Background: an optimization exercise with open tools, aiming at a short achievable clock period and few clock cycles. Do not read the settings as production practice. Function was checked by simulation only, so behaviour that the tests miss may differ from the original. Power is estimated from default activity; no workload was simulated.

File: flow/config.mk
export PLATFORM = sky130hd
export DESIGN_NAME = cpu
export DESIGN_NICKNAME = cpu
export VERILOG_FILES = /design/flow/design.v
export SDC_FILE = /design/flow/constraint.sdc
export NUM_CORES = 4
export LEC_CHECK = 0
export CAP_MARGIN = 20
export CORE_MARGIN = 2
export CORE_UTILIZATION = 25
export PLACE_DENSITY = 0.45
export SLEW_MARGIN = 20
File: flow/constraint.sdc
create_clock -name core_clock -period 11.0 [get_ports {clk}]
set_input_delay 2.2000 -clock core_clock [delete_from_list [all_inputs] [get_ports {clk}]]
set_output_delay 2.2000 -clock core_clock [all_outputs]
set_load 0.01 [all_outputs]
File: flow/design.v
module ALU(
    input [3:0] alu_ctrl,
    input [31:0] alu_in_1,
    input [31:0] alu_in_2,
    output reg [31:0] alu_result
);
always @(*) begin
    case(alu_ctrl)
        4'b0000: alu_result = alu_in_1 + alu_in_2;
        4'b0001: alu_result = alu_in_1 - alu_in_2;
        4'b0010: alu_result = alu_in_1 & alu_in_2;
        4'b0011:  alu_result = alu_in_1 | alu_in_2;
        4'b0100: alu_result = alu_in_1 ^ alu_in_2;
        4'b0101: alu_result = alu_in_1 << alu_in_2;
        4'b0110: alu_result = alu_in_1 >> alu_in_2;
        default:  alu_result = 32'b0;
    endcase
end
endmodule
module ALUControlUnit(
    input [1:0] alu_op,
    input [31:0] inst,
    output reg [3:0] alu_ctrl
);
always @(*) begin
    case(alu_op)
        2'b00: alu_ctrl = 4'b0000;
        2'b01: alu_ctrl = 4'b0001;
        default: begin
            case(inst[6:0])
                7'b0110011: begin
                    case(inst[14:12])
                        3'b000: alu_ctrl = (inst[30]) ? 4'b0001 : 4'b0000;
                        3'b001: alu_ctrl = 4'b0101;
                        3'b101: alu_ctrl = 4'b0110;
                        3'b111: alu_ctrl = 4'b0010;
                        3'b110:  alu_ctrl = 4'b0011;
                        3'b100: alu_ctrl = 4'b0100;
                        default:     alu_ctrl = 4'b0;
                    endcase
                end
                7'b0010011: begin
                    case(inst[14:12])
                        3'b000: alu_ctrl = 4'b0000;
                        3'b001: alu_ctrl = 4'b0101;
                        3'b101: alu_ctrl = 4'b0110;
                        3'b111: alu_ctrl = 4'b0010;
                        3'b110:  alu_ctrl = 4'b0011;
                        3'b100: alu_ctrl = 4'b0100;
                        default:     alu_ctrl = 4'b0;
                    endcase
                end
                7'b1100011: begin
                    case(inst[14:12])
                        3'b000: alu_ctrl = 4'b0111;
                        3'b001: alu_ctrl = 4'b1000;
                        3'b100: alu_ctrl = 4'b1001;
                        3'b101: alu_ctrl = 4'b1010;
                        default:     alu_ctrl = 4'b0;
                    endcase
                end
                7'b0000011:   alu_ctrl = 4'b0000;
                7'b0100011:  alu_ctrl = 4'b0000;
                7'b1101111:    alu_ctrl = 4'b0000;
                7'b1100111:   alu_ctrl = 4'b0000;
                7'b1110011:  alu_ctrl = 4'b0111;
                default: alu_ctrl = 4'b0;
            endcase
        end
    endcase
end
endmodule
module BranchPreFetcher(
    input [2:0] btype,
    input [31:0] rs1_dout,
    input [31:0] rs2_dout,
    output reg bcond
);
always @(*) begin
    case(btype)
        3'b000: bcond = (rs1_dout == rs2_dout);
        3'b001: bcond = (rs1_dout != rs2_dout);
        3'b100: bcond = (rs1_dout  < rs2_dout);
        3'b101: bcond = (rs1_dout >= rs2_dout);
        default: bcond = 0;
    endcase
end
endmodule
module BranchPredict(
  input reset,
  input clk,
  input is_correct,
  input is_control_flow,
  input [31:0] current_pc,
  input [31:0] pc_to_update,
  input [31:0] branch_target,
  output prediction,
  output [31:0] predicted_pc
);
  parameter INDEX_LENGTH = 4;
  parameter ENTRY_NUMBER = 2 ** INDEX_LENGTH;
  parameter TAG_LENGTH = 32 - INDEX_LENGTH - 2;
  reg [31:0] branch_target_buffer[ENTRY_NUMBER - 1: 0];
  reg [1:0] pattern_history_table[ENTRY_NUMBER - 1: 0];
  reg [TAG_LENGTH - 1: 0] tag_table[ENTRY_NUMBER - 1: 0]; 
  wire [INDEX_LENGTH - 1: 0] idx_to_update = pc_to_update[INDEX_LENGTH + 1: 2];
  wire [TAG_LENGTH - 1: 0] new_tag = pc_to_update[31: 32 - TAG_LENGTH];
  wire is_exist = (tag_table[idx_to_update] == new_tag);
  reg [1:0] next_pht;
  always @(*) begin
    case(pattern_history_table[idx_to_update])
    2'b11: next_pht = (is_correct ? 2'b11 : 2'b10);
    2'b10: next_pht = (is_correct ? 2'b11 : 2'b01);
    2'b01: next_pht = (is_correct ? 2'b00 : 2'b10);
    default: next_pht = (is_correct ? 2'b00 : 2'b01);
    endcase
  end
  genvar g;
  generate
    for(g = 0; g < ENTRY_NUMBER; g = g + 1) begin : entry
      always @(posedge clk) begin
        if(reset) begin
          branch_target_buffer[g] <= 0;
          pattern_history_table[g] <= 2'b00;
          tag_table[g] <= 0;
        end else if(is_control_flow && idx_to_update == g) begin
          branch_target_buffer[g] <= branch_target;
          if(is_exist)
            pattern_history_table[g] <= next_pht;
          else begin
            tag_table[g] <= new_tag;
            pattern_history_table[g] <= 2'b00;
          end
        end
      end
    end
  endgenerate
  wire [INDEX_LENGTH - 1: 0] index = current_pc[INDEX_LENGTH + 1: 2];
  wire [TAG_LENGTH - 1: 0] tag = current_pc[31: 32 - TAG_LENGTH];
  wire is_match = (tag_table[index] == tag);
  wire is_taken = pattern_history_table[index][1];
  assign prediction = is_match && is_taken;
  assign predicted_pc = 
    prediction ? branch_target_buffer[index] : (current_pc + 4);
endmodule
module ControlUnit(
    input [31:0] inst,
    input bcond,
    output reg_write,
    output alu_src,
    output mem_read,
    output mem_write,
    output mem_to_reg,
    output pc_to_reg,
    output [1:0] alu_op,
    output is_jalr,
    output is_jal,
    output is_branch,
    output is_ecall
);
    wire [6:0] opcode = inst[6:0];
    wire is_arith = (opcode == 7'b0110011);
    wire is_arith_imm = (opcode == 7'b0010011);
    wire is_load = (opcode == 7'b0000011);
    wire is_store = (opcode == 7'b0100011);
    assign reg_write = !is_store && !is_branch;
    assign alu_src = !is_arith && !is_branch;
    assign mem_read = is_load;
    assign mem_write = is_store;
    assign mem_to_reg = is_load;
    assign pc_to_reg = is_jal || is_jalr;
    assign alu_op[0] = 1'b0;
    assign alu_op[1] = !is_load && !is_store && !is_jalr;
    assign is_jalr = (opcode == 7'b1100111);
    assign is_jal = (opcode == 7'b1101111);
    assign is_branch = (opcode == 7'b1100011);
    assign is_ecall = (opcode == 7'b1110011);
endmodule
module ForwardingUnit(
  input [4:0] ID_rs1,
  input [4:0] ID_rs2,
  input [4:0] EX_rd,
  input [4:0] MEM_rd,
  input [4:0] WB_rd,
  input EX_reg_write,
  input MEM_reg_write,
  input WB_reg_write,
  output reg [1:0] forward_1,
  output reg [1:0] forward_2
);
  always @(*) begin
    if((ID_rs1 != 0) && (ID_rs1 == EX_rd) && EX_reg_write)
      forward_1 = 2'b11;
    else if((ID_rs1 != 0) && (ID_rs1 == MEM_rd) && MEM_reg_write)
      forward_1 = 2'b10;
    else if((ID_rs1 != 0) && (ID_rs1 == WB_rd) && WB_reg_write)
      forward_1 = 2'b01;
    else
      forward_1 = 2'b00;
    if((ID_rs2 != 0) && (ID_rs2 == EX_rd) && EX_reg_write)
      forward_2 = 2'b11;
    else if((ID_rs2 != 0) && (ID_rs2 == MEM_rd) && MEM_reg_write)
      forward_2 = 2'b10;
    else if((ID_rs2 != 0) && (ID_rs2 == WB_rd) && WB_reg_write)
      forward_2 = 2'b01;
    else
      forward_2 = 2'b00;
  end
endmodule
module HazardDetection (
  input bcond,
  input prediction,
  input [6:0] ID_opcode,
  input [4:0] ID_rs1,
  input [4:0] ID_rs2,
  input [4:0] EX_rd,
  input [4:0] MEM_rd,
  input MEM_mem_read,
  input EX_mem_read,
  output is_data_hazard,
  output is_control_hazard
);
  wire is_arith = (ID_opcode == 7'b0110011);
  wire is_store = (ID_opcode == 7'b0100011);
  wire is_branch = (ID_opcode == 7'b1100011);
  wire is_lui = (ID_opcode == 7'b0110111);
  wire is_auipc = (ID_opcode == 7'b0010111);
  wire is_jal = (ID_opcode == 7'b1101111);
  wire is_jalr = (ID_opcode == 7'b1100111);
  wire is_rs1_zero = (ID_rs1 == 5'b0);
  wire is_rs2_zero = (ID_rs2 == 5'b0);
  wire use_rs1 = (!is_lui || !is_auipc || !is_jal) && !is_rs1_zero;
  wire use_rs2 = (is_arith || is_store || is_branch) && !is_rs2_zero;
  wire is_data_hazard_from_EX = 
    ((ID_rs1 == EX_rd) && use_rs1 || (ID_rs2 == EX_rd) && use_rs2) 
      && EX_mem_read;
  wire is_data_hazard_from_MEM = 
    ((ID_rs1 == MEM_rd) && use_rs1 || (ID_rs2 == MEM_rd) && use_rs2)
      && MEM_mem_read;
  assign is_data_hazard = is_data_hazard_from_EX || is_data_hazard_from_MEM;
  assign is_control_hazard = 
    (prediction ^ (is_jalr || is_jal || (is_branch && bcond)));
endmodule
module ImmediateGenerator(
  input [31:0] inst,
  output reg [31:0] immediate
);
  wire [6:0] opcode = inst[6:0];
  always @(*) begin
    case(opcode)
    7'b0010011: immediate = {{20{inst[31]}}, inst[31:20]};
    7'b0000011          : immediate = {{20{inst[31]}}, inst[31:20]};
    7'b0100011: begin
      immediate = {{20{inst[31]}}, inst[31:25], inst[11:7]};
    end
    7'b1100011: begin
      immediate = {
        {19{inst[31]}},
        inst[31],
        inst[7],
        inst[30:25],
        inst[11:8],
        1'b0
      };
    end
    7'b1101111: begin
      immediate = {
        {11{inst[31]}},
        inst[31],
        inst[19:12],
        inst[20],
        inst[30:21],
        1'b0
      };
    end
    7'b1100111  : immediate = {{20{inst[31]}}, inst[31:20]};
    7'b0110111   : immediate = {inst[31:12], 12'b0};
    7'b0010111 : immediate = {inst[31:12], 12'b0};
    default: immediate = {32{1'b0}};
    endcase
  end
endmodule
module PC(
	input reset,
	input clk,
	input pc_write,
	input [31:0] next_pc,
	output reg [31:0] current_pc
);
	always @(posedge clk) begin
		if(reset) 
			current_pc <= 0;
		else if(pc_write)
			current_pc <= next_pc;
	end
endmodule
module RegisterFile(
  input	reset,
  input clk,
  input reg_write,
  input [4:0] rs1,
  input [4:0] rs2,
  input [4:0] rd, 
  input [31:0] din,
  output [31:0] rs1_dout,
  output [31:0] rs2_dout
);
  integer i;
  reg [31:0] rf[0:31];
  assign rs1_dout = rf[rs1];
  assign rs2_dout = rf[rs2];
  always @(posedge clk) begin
    if (reset) begin
      rf[0] <= 32'b0;
      rf[1] <= 32'b0;
      rf[2] <= 32'h2ffc;  
      for (i = 3; i < 32; i = i + 1)
        rf[i] <= 32'b0;
    end
    else if (reg_write & (rd != 0))
      rf[rd] <= din;
  end
endmodule
module cpu(
    input reset,
    input clk,
    output [31:0] imem_addr,
    input [31:0] imem_rdata,
    output [31:0] dmem_addr,
    output [31:0] dmem_wdata,
    output dmem_we,
    input [31:0] dmem_rdata,
    output reg is_halted
);
  wire IF_pc_write;
  wire IF_prediction;
  wire IF_is_stall;
  wire IF_is_flush;
  wire [31:0] IF_next_pc;
  wire [31:0] IF_current_pc;
  wire [31:0] IF_predicted_pc;
  wire [31:0] IF_inst;
  reg IF_ID_prediction;
  reg IF_ID_is_flush;
  reg [31:0] IF_ID_current_pc;
  reg [31:0] IF_ID_predicted_pc;
  reg [31:0] IF_ID_inst;
  PC pc(
    .reset(reset),
    .clk(clk),
    .pc_write(IF_pc_write),
    .next_pc(IF_next_pc),
    .current_pc(IF_current_pc)
  );
  assign imem_addr = IF_current_pc;
  assign IF_inst = imem_rdata;
  BranchPredict branch_predict(
    .reset(reset),
    .clk(clk),
    .is_correct(ID_EX_is_correct),
    .is_control_flow(ID_EX_is_jal || ID_EX_is_branch),
    .current_pc(IF_current_pc),
    .pc_to_update(ID_EX_current_pc),
    .branch_target(ID_EX_branch_target),
    .prediction(IF_prediction),
    .predicted_pc(IF_predicted_pc)
  );
  assign IF_next_pc =
    (ID_is_correct || IF_ID_is_flush) ? IF_predicted_pc : ID_next_pc;
  assign IF_pc_write = !IF_is_stall;
  assign IF_is_stall = ID_is_stall;
  assign IF_is_flush = ID_is_control_hazard && !IF_ID_is_flush;
  always @(posedge clk) begin
    if(reset || !IF_is_stall) begin
      IF_ID_is_flush <= reset ? 0 : IF_is_flush;
      IF_ID_prediction <= reset ? 0 : IF_prediction;
      IF_ID_current_pc <= reset ? 0 : IF_current_pc;
      IF_ID_predicted_pc <= reset ? 0 : IF_predicted_pc;
      IF_ID_inst <= reset ? 0 : IF_inst;
    end
  end
  wire ID_bcond;
  wire ID_is_stall;
  wire ID_is_taken;
  wire ID_reg_write;
  wire ID_alu_src;
  wire ID_mem_read;
  wire ID_mem_write;
  wire ID_mem_to_reg;
  wire ID_pc_to_reg;
  wire [1:0] ID_alu_op;
  wire ID_is_jal;
  wire ID_is_jalr;
  wire ID_is_branch;
  wire ID_is_ecall;
  wire ID_is_data_hazard;
  wire ID_is_control_hazard;
  wire ID_is_correct;
  wire [1:0] ID_forward_1;
  wire [1:0] ID_forward_2;
  wire [4:0] ID_rs1;
  wire [31:0] ID_imm;
  wire [31:0] ID_rs1_dout_rf;
  wire [31:0] ID_rs2_dout_rf;
  wire [31:0] ID_branch_target;
  reg [31:0] ID_next_pc;
  reg [31:0] ID_rs1_dout;
  reg [31:0] ID_rs2_dout;
  reg ID_EX_alu_src;
  reg [1:0] ID_EX_alu_op;
  reg ID_EX_mem_read;
  reg ID_EX_mem_write;
  reg ID_EX_is_jalr;
  reg ID_EX_jalr_wait;
  reg ID_EX_is_jal;
  reg ID_EX_is_branch;
  reg ID_EX_is_correct;
  reg ID_EX_is_halted;
  reg ID_EX_reg_write;
  reg ID_EX_mem_to_reg;
  reg ID_EX_pc_to_reg;
  reg [31:0] ID_EX_inst;
  reg [31:0] ID_EX_current_pc;
  reg [31:0] ID_EX_branch_target;
  reg [31:0] ID_EX_rs1_dout;
  reg [31:0] ID_EX_rs2_dout;
  reg [31:0] ID_EX_imm;
  HazardDetection hazard_detection(
    .bcond(ID_bcond),
    .prediction(IF_ID_prediction),
    .ID_opcode(IF_ID_inst[6:0]),
    .ID_rs1(ID_rs1),
    .ID_rs2(IF_ID_inst[24:20]),
    .EX_rd(ID_EX_inst[11:7]),
    .MEM_rd(EX_MEM_inst[11:7]),
    .MEM_mem_read(EX_MEM_mem_read),
    .EX_mem_read(ID_EX_mem_read),
    .is_data_hazard(ID_is_data_hazard),
    .is_control_hazard(ID_is_control_hazard)
  );
  ControlUnit control_unit(
    .inst(IF_ID_inst),
    .bcond(ID_bcond),
    .reg_write(ID_reg_write),
    .alu_src(ID_alu_src),
    .mem_read(ID_mem_read),
    .mem_write(ID_mem_write),
    .mem_to_reg(ID_mem_to_reg),
    .pc_to_reg(ID_pc_to_reg),
    .alu_op(ID_alu_op),
    .is_jalr(ID_is_jalr),
    .is_jal(ID_is_jal),
    .is_branch(ID_is_branch),
    .is_ecall(ID_is_ecall)
  );
  RegisterFile register_file(
    .reset(reset),
    .clk(clk),
    .reg_write(MEM_WB_reg_write),
    .rs1(ID_rs1),
    .rs2(IF_ID_inst[24:20]),
    .rd(MEM_WB_inst[11:7]),
    .din(WB_din),
    .rs1_dout(ID_rs1_dout_rf),
    .rs2_dout(ID_rs2_dout_rf)
  );
  ImmediateGenerator immediate_generator(
    .inst(IF_ID_inst),
    .immediate(ID_imm)
  );
  ForwardingUnit forwarding_unit(
    .ID_rs1(ID_rs1),
    .ID_rs2(IF_ID_inst[24:20]),
    .EX_rd(ID_EX_inst[11:7]),
    .MEM_rd(EX_MEM_inst[11:7]),
    .WB_rd(MEM_WB_inst[11:7]),
    .EX_reg_write(ID_EX_reg_write),
    .MEM_reg_write(EX_MEM_reg_write),
    .WB_reg_write(MEM_WB_reg_write),
    .forward_1(ID_forward_1),
    .forward_2(ID_forward_2)
  );
  BranchPreFetcher branch_prefetcher(
    .btype(IF_ID_inst[14:12]),
    .rs1_dout(ID_rs1_dout),
    .rs2_dout(ID_rs2_dout),
    .bcond(ID_bcond)
  );
  assign ID_is_stall = ID_is_data_hazard ||
    (ID_is_jalr && !ID_EX_jalr_wait && !IF_ID_is_flush);
  assign ID_is_taken = ID_is_jal || ID_is_jalr || ID_is_branch && ID_bcond; 
  assign ID_rs1 = ID_is_ecall ? 17 : IF_ID_inst[19:15];
  assign ID_branch_target = IF_ID_current_pc + ID_imm; 
  assign ID_is_correct = !(IF_ID_prediction ^ ID_is_taken);
  always @(*) begin
    if(ID_EX_jalr_wait)
      ID_next_pc = EX_alu_result;
    else if(ID_is_jal || ID_is_branch && ID_bcond)
      ID_next_pc = ID_branch_target;
    else
      ID_next_pc = IF_ID_current_pc + 4;
  end
  always @(*) begin
    case(ID_forward_1)
    2'b00: ID_rs1_dout = ID_rs1_dout_rf;
    2'b01: ID_rs1_dout = WB_din;
    2'b10: ID_rs1_dout =
      EX_MEM_pc_to_reg ? EX_MEM_current_pc + 4 : EX_MEM_alu_result;
    2'b11: ID_rs1_dout = 
      ID_EX_pc_to_reg ? ID_EX_current_pc + 4 : EX_alu_result;
    default: ID_rs1_dout = 0;
    endcase
    case(ID_forward_2)
    2'b00: ID_rs2_dout = ID_rs2_dout_rf;
    2'b01: ID_rs2_dout = WB_din;
    2'b10: ID_rs2_dout = 
      EX_MEM_pc_to_reg ? EX_MEM_current_pc + 4 : EX_MEM_alu_result;
    2'b11: ID_rs2_dout = 
      ID_EX_pc_to_reg ? ID_EX_current_pc + 4 : EX_alu_result;
    default: ID_rs2_dout = 0;
    endcase
  end
  always @(posedge clk) begin
    ID_EX_alu_src <= reset ? 0 : ID_alu_src;
    ID_EX_alu_op <= reset ? 0 : ID_alu_op;
    ID_EX_mem_read <=
      (reset || IF_ID_is_flush || ID_is_stall) ? 0 : ID_mem_read;
    ID_EX_mem_write <= 
      (reset || IF_ID_is_flush || ID_is_stall) ? 0 : ID_mem_write;
    ID_EX_is_jalr <= reset ? 0 : ID_is_jalr;
    ID_EX_jalr_wait <= reset ? 0 :
      ID_is_jalr && !IF_ID_is_flush && !ID_is_data_hazard && !ID_EX_jalr_wait;
    ID_EX_is_jal <= reset ? 0 : ID_is_jal;
    ID_EX_is_branch <= reset ? 0 : ID_is_branch;
    ID_EX_is_correct <= reset ? 0 : ID_is_correct;
    ID_EX_is_halted <= (reset || IF_ID_is_flush || ID_is_stall) ? 0 :
      ID_is_ecall && (ID_rs1_dout == 10);
    ID_EX_reg_write <= 
      (reset || IF_ID_is_flush || ID_is_stall) ? 0 : ID_reg_write;
    ID_EX_mem_to_reg <= reset ? 0 : ID_mem_to_reg;
    ID_EX_pc_to_reg <= reset ? 0 : ID_pc_to_reg;
    ID_EX_inst <= reset ? 0 : IF_ID_inst;
    ID_EX_current_pc <= reset ? 0 : IF_ID_current_pc;
    ID_EX_branch_target <= reset ? 0 : ID_branch_target;
    ID_EX_rs1_dout <= reset ? 0 : ID_rs1_dout;
    ID_EX_rs2_dout <= reset ? 0 : ID_rs2_dout;
    ID_EX_imm <= reset ? 0 : ID_imm;
  end
  wire [3:0] EX_alu_ctrl;
  wire [31:0] EX_alu_in_2;
  wire [31:0] EX_alu_result;
  reg EX_MEM_is_jal;
  reg EX_MEM_is_jalr;
  reg EX_MEM_mem_read;
  reg EX_MEM_mem_write;
  reg EX_MEM_reg_write;
  reg EX_MEM_mem_to_reg;
  reg EX_MEM_pc_to_reg;
  reg EX_MEM_is_halted;
  reg [31:0] EX_MEM_inst;
  reg [31:0] EX_MEM_rs2_dout;
  reg [31:0] EX_MEM_current_pc;
  reg [31:0] EX_MEM_alu_result;
  ALU alu(
    .alu_ctrl(EX_alu_ctrl),
    .alu_in_1(ID_EX_rs1_dout),
    .alu_in_2(EX_alu_in_2),
    .alu_result(EX_alu_result)
  );
  ALUControlUnit alu_control_unit(
    .alu_op(ID_EX_alu_op),
    .inst(ID_EX_inst),
    .alu_ctrl(EX_alu_ctrl)
  );
  assign EX_alu_in_2 = ID_EX_alu_src ? ID_EX_imm : ID_EX_rs2_dout; 
  always @(posedge clk) begin
    EX_MEM_is_jal <= reset ? 0 : ID_EX_is_jal;
    EX_MEM_is_jalr <= reset ? 0 : ID_EX_is_jalr;
    EX_MEM_mem_read <= reset ? 0 : ID_EX_mem_read;
    EX_MEM_mem_write <= reset ? 0 : ID_EX_mem_write;
    EX_MEM_reg_write <= reset ? 0 : ID_EX_reg_write;
    EX_MEM_mem_to_reg <= reset ? 0 : ID_EX_mem_to_reg;
    EX_MEM_pc_to_reg <= reset ? 0 : ID_EX_pc_to_reg;
    EX_MEM_is_halted <= reset ? 0 : ID_EX_is_halted;
    EX_MEM_inst <= reset ? 0 : ID_EX_inst;
    EX_MEM_rs2_dout <= reset ? 0 : ID_EX_rs2_dout;
    EX_MEM_current_pc <= reset ? 0 : ID_EX_current_pc;
    EX_MEM_alu_result <= reset ? 0 : EX_alu_result;
  end
  wire [31:0] MEM_dout;
  reg MEM_WB_is_jal;
  reg MEM_WB_is_jalr;
  reg MEM_WB_reg_write;
  reg MEM_WB_mem_to_reg;
  reg MEM_WB_pc_to_reg;
  reg MEM_WB_is_halted;
  reg [31:0] MEM_WB_inst;
  reg [31:0] MEM_WB_dout;
  reg [31:0] MEM_WB_alu_result;
  reg [31:0] MEM_WB_current_pc;
  assign dmem_addr = EX_MEM_alu_result;
  assign dmem_wdata = EX_MEM_rs2_dout;
  assign dmem_we = EX_MEM_mem_write;
  assign MEM_dout = EX_MEM_mem_read ? dmem_rdata : 32'b0;
  always @(posedge clk) begin
    MEM_WB_is_jal <= reset ? 0 : EX_MEM_is_jal;
    MEM_WB_is_jalr <= reset ? 0 : EX_MEM_is_jalr;
    MEM_WB_reg_write <= reset ? 0 : EX_MEM_reg_write;
    MEM_WB_mem_to_reg <= reset ? 0 : EX_MEM_mem_to_reg;
    MEM_WB_pc_to_reg <= reset ? 0 : EX_MEM_pc_to_reg;
    MEM_WB_is_halted <= reset ? 0 : EX_MEM_is_halted;
    MEM_WB_inst <= reset ? 0 : EX_MEM_inst;
    MEM_WB_dout <= reset ? 0 : MEM_dout;
    MEM_WB_alu_result <= reset ? 0 : EX_MEM_alu_result;
    MEM_WB_current_pc <= reset ? 0 : EX_MEM_current_pc;
  end
  reg [31:0] WB_din;
  always @(*) begin
    if(MEM_WB_pc_to_reg)
      WB_din = MEM_WB_current_pc + 4;
    else if(MEM_WB_mem_to_reg)
      WB_din = MEM_WB_dout;
    else
      WB_din = MEM_WB_alu_result;
  end
  always @(posedge clk) begin
    is_halted <= reset ? 0 : MEM_WB_is_halted;
  end
endmodule
File: flow/run.sh
#!/bin/bash
# synth_recipe.tcl (not shown) runs the flow's synth.tcl, then flattens the netlist and writes it again
# the make line also repeats each setting of config.mk as NAME=value (left out here)
make -C /OpenROAD-flow-scripts/flow DESIGN_CONFIG=/design/flow/config.mk WORK_HOME=/design/flow/orfs CLKGATE_MAP_FILE= SYNTH_SCRIPT=/design/flow/synth_recipe.tcl finish
==> reports/results.tsv <==
metric	value	unit
vias per cell	5.748	
pwr/cell area	166.6	nW/um2
FF/Latch Area	60750	um2
Sequential Power Share	41.4	%
Port Buffers	163	
Critical R2R Launch	ID_EX_alu_src	
fraction of layout cells with a size suffix above 1	12.23	%
Slowest-stage cell, CP	nor4b_1	
CTS tree	done	
multi-input logic area	63310	um2
Avg Cell Area, Syn	9.625	um2
Hold Violations, Final	0	
Top Ports	164	
largest net degree at the start of global routing	181	
asr flop ratio synth	0	%
vias in the first global route	107309	
WP data arrival	10880	ps
per-cell routed wire length	34.62	um
Resize count post-CTS	0	
max reg flops	1024	
Die H	720.3	um
initial core utilization	25.05	%
Tcrit/Tclk final	91.65	%
Max H-tree Level	5	
Crit path required time	11800	ps
pin slew with the least headroom to its limit	1393	ps
synthesis warning total	12	
routability cong.	0.9794	
global-route usage over all layers	25.54	%
Largest regs	register_file.rf (1024), branch_predict.branch_target_buffer (512), branch_predict.tag_table (416)	
CP Capture Type	register	
final number of setup-violating endpoints	0	
Post-Route WL	694600	um
initial drt markers	16914	
sw power	7.800	mW
max incr delay on CP	900	ps
minimum period implied by the final worst setup slack	10080	ps
Peak VDD IR	0.1207	mV
Setup TNS Final	0	ps
clock share of power	41.6	%
Pre-Repair DR Iteration Count	9	
Worst path most repeated cell	o21ai_0	
hold depth	1	
max-slew violations	0	
startpoint types	register	
CTS sink count	2488	
RSZ-0062 raised after global routing	false	
Die ar.	518800	um2
Final Skew	63.54	ps
met2 GRT Util	37.24	%
worst r2r path cells	31	
sequential-to-total area share from yosys stat	47.34	%
EDFF count, synth	1090	
CTS buffer count	305	
Core Region	512000	um2
beginning of the worst hold path	ID_EX_mem_to_reg	
met3 Use GR	5.348	%
MaxCap Viol Count	0	
pre-CTS WS	1202	ps
final worst setup slack	918.6	ps
Placed Area	138200	um2
Area growth syn-to-layout	15.52	%
placed cell count	19476	
Cell Rows	263	
status	finished clean	
# Post-CTS Setup Buffers	0	
dpl hpwl	445000	um
Worst-path clk slew	70	ps
Synth Register Bits	2488	
reg2reg end	pc.current_pc[30]	
Most flops, register	register_file.rf	
Peak Freq	99.19	MHz
initial antenna violation count	60	
Main synth FF type	dfxtp_1	
Detail Route Antenna Nets	0	
clock latency (worst-skew pair)	980	ps
routing usage on met1	35.95	%
Layout Utilization	28.94	%
static leakage	49.29	nW
synthesized area	128300	um2
clk buf depth	4	
Fillers	53816	
Final Non-Filler Cells	20064	
CTS hold repair buffers	0	
clk root buf	clkbuf_16	
WHS Endpoint	EX_MEM_mem_to_reg	
critical path peak fanout	49	
fin area	148200	um2
Comb pwr share	17.0	%
first-pass GRT wire length	935200	um
final net count	13266	
CP Class	reg2reg	
via count	115320	
Hold WC Path Type	reg2reg	
Mapped Cells	13326	
normalized max-slew margin	7.141	%
Int Power	16.89	mW
DRC Markers	0	
register-to-register setup slack	920	ps
count of different cell masters after synthesis	104	
total overflow reported by the global router	0	
GRT busiest layer	met2	
Die Wd	720.3	um
sw frac	31.59	%
worst max-delay path by stage:
stage | end | from | slack [ps] | depth (start not counted)
6_report | pc.current_pc[30] | ID_EX_alu_src | 920 | 31
5_1_grt | pc.current_pc[30] | ID_EX_inst[2] | 250 | 32
4_1_cts | pc.current_pc[30] | ID_EX_inst[2] | 1190 | 33
3_5_place_dp | pc.current_pc[30] | ID_EX_inst[2] | 1200 | 34
3_3_place_gp | pc.current_pc[4] | ID_EX_inst[2] | 1320 | 35
2_1_floorplan | pc.current_pc[28] | ID_EX_alu_src | 2560 | 42
through the flow:
step	total power, mW	hold slack [ps]
floorplan	12.26	413.8
global placement	14.44	434.2
detailed placement	14.43	434.5
CTS	24.59	442.7
global route	25.18	447.3
finish	24.69	439.9
power groups by stage:
stage          Sequential (mW)  Combinational, mW  Clock, mW
4_1_cts                   10.2               4.04       10.3
6_report                  10.2               4.19       10.3
2_1_floorplan             10.2               2.05          0
5_1_grt                   10.2               4.25       10.7
3_3_place_gp              10.4               4.04          0
3_5_place_dp              10.4               4.03          0
layer usage:
metal,up-vias,wire [um]
met1,58986,295500
met4,24,36730
li1,47546,-
met2,7317,291300
met3,1447,70950
met5,-,161
cell usage after synthesis, drive strengths merged (72+ instances only):
cell type	n	area share (%)
mux2	72	0.63
and3	109	0.53
a22oi	404	2.4
mux2i	772	6.1
clkbuf	906	2.7
ha	171	1.7
inv	148	0.44
dfxtp	1398	22
a221oi	140	0.96
nand3	249	0.97
a211oi	121	0.71
nand2	1762	5.2
o22ai	114	0.56
and2	84	0.41
buf	326	1.1
a31oi	73	0.36
a22o	102	0.70
o211ai	87	0.51
nand4	145	0.71
a21oi	922	3.6
mux4	382	6.7
xor2	119	0.81
xnor2	164	1.1
edfxtp	1090	26
nor2b	340	1.7
o21ai	292	1.1
nor3	120	0.48
nor2	1979	5.8
cells by family after synthesis:
group                    share of synthesized area, %
XOR/XNOR                                        1.933
flip-flops                                      47.34
multiplexers                                    13.41
AO/OA/AOI/OAI                                   14.39
other                                        0.002924
buffers and inverters                           4.236
AND/OR/NAND/NOR                                 16.99
adder cells (fa/ha/maj)                         1.699
cell type report:
cell class,count,share of cell area [%]
repair buffers,595,3.479
clock inverters,132,0.8436
well taps,6757,5.706
multi-input cells,9488,42.73
diodes,37,0.06249
clock buffers,418,5.801
flip-flops and latches,2488,41.00
inverters,149,0.3808
layout by cell type, fill, tap and decap left out, types with 313 or more instances in the layout:
cell type  Yosys  final
a22oi_1      404    404
nor2b_1      340    339
nand2_1     1760   1712
mux4_2       382    382
mux2i_1      766    765
a21oi_1      917    886
buf_4          9    411
edfxtp_1    1090   1090
clkbuf_16      0    313
nor2_1      1977   1958
dfxtp_1     1398   1385
worst max-delay path: cells and delay by family (launching register included):
family	cells	cell delay (ps)
compound gates	14	3340
xor+xnor	1	180
fa+ha+maj	2	680
buf+inv	2	840
flops	1	520
mux	4	1540
simple gates	8	2710
Testbench counts, summed over its fixed seeds: cycles 124,360.

==> re-timing with driven ports <==
The results above use ideal ports. As a check the final layout listed here was re-extracted and re-timed, cells and wires unchanged.
Step 1: set_driving_cell puts a clkbuf_16 on clk and a buf_2 on each other input, an assumption about the parent block.
Step 2, shift: input delay + t, output delay - t, t = (earliest + latest rising clock arrival at the registers) / 2. This alone moves slack from input paths to output paths.
Three values: no drivers, after step 1, after step 2; two values: the first two.
t, ns: 1.085
setup WS [ns]: 0.919 / 0.919 / 0.919
worst setup path after step 2: register to register
worst data-port slew with drivers (ns): 0.19
pins driven straight from the clock port: 1
After both steps this run still meets setup and hold. For this run, drivers alone change the setup slack by 0.000 ns; drivers and shift together by 0.000 ns.
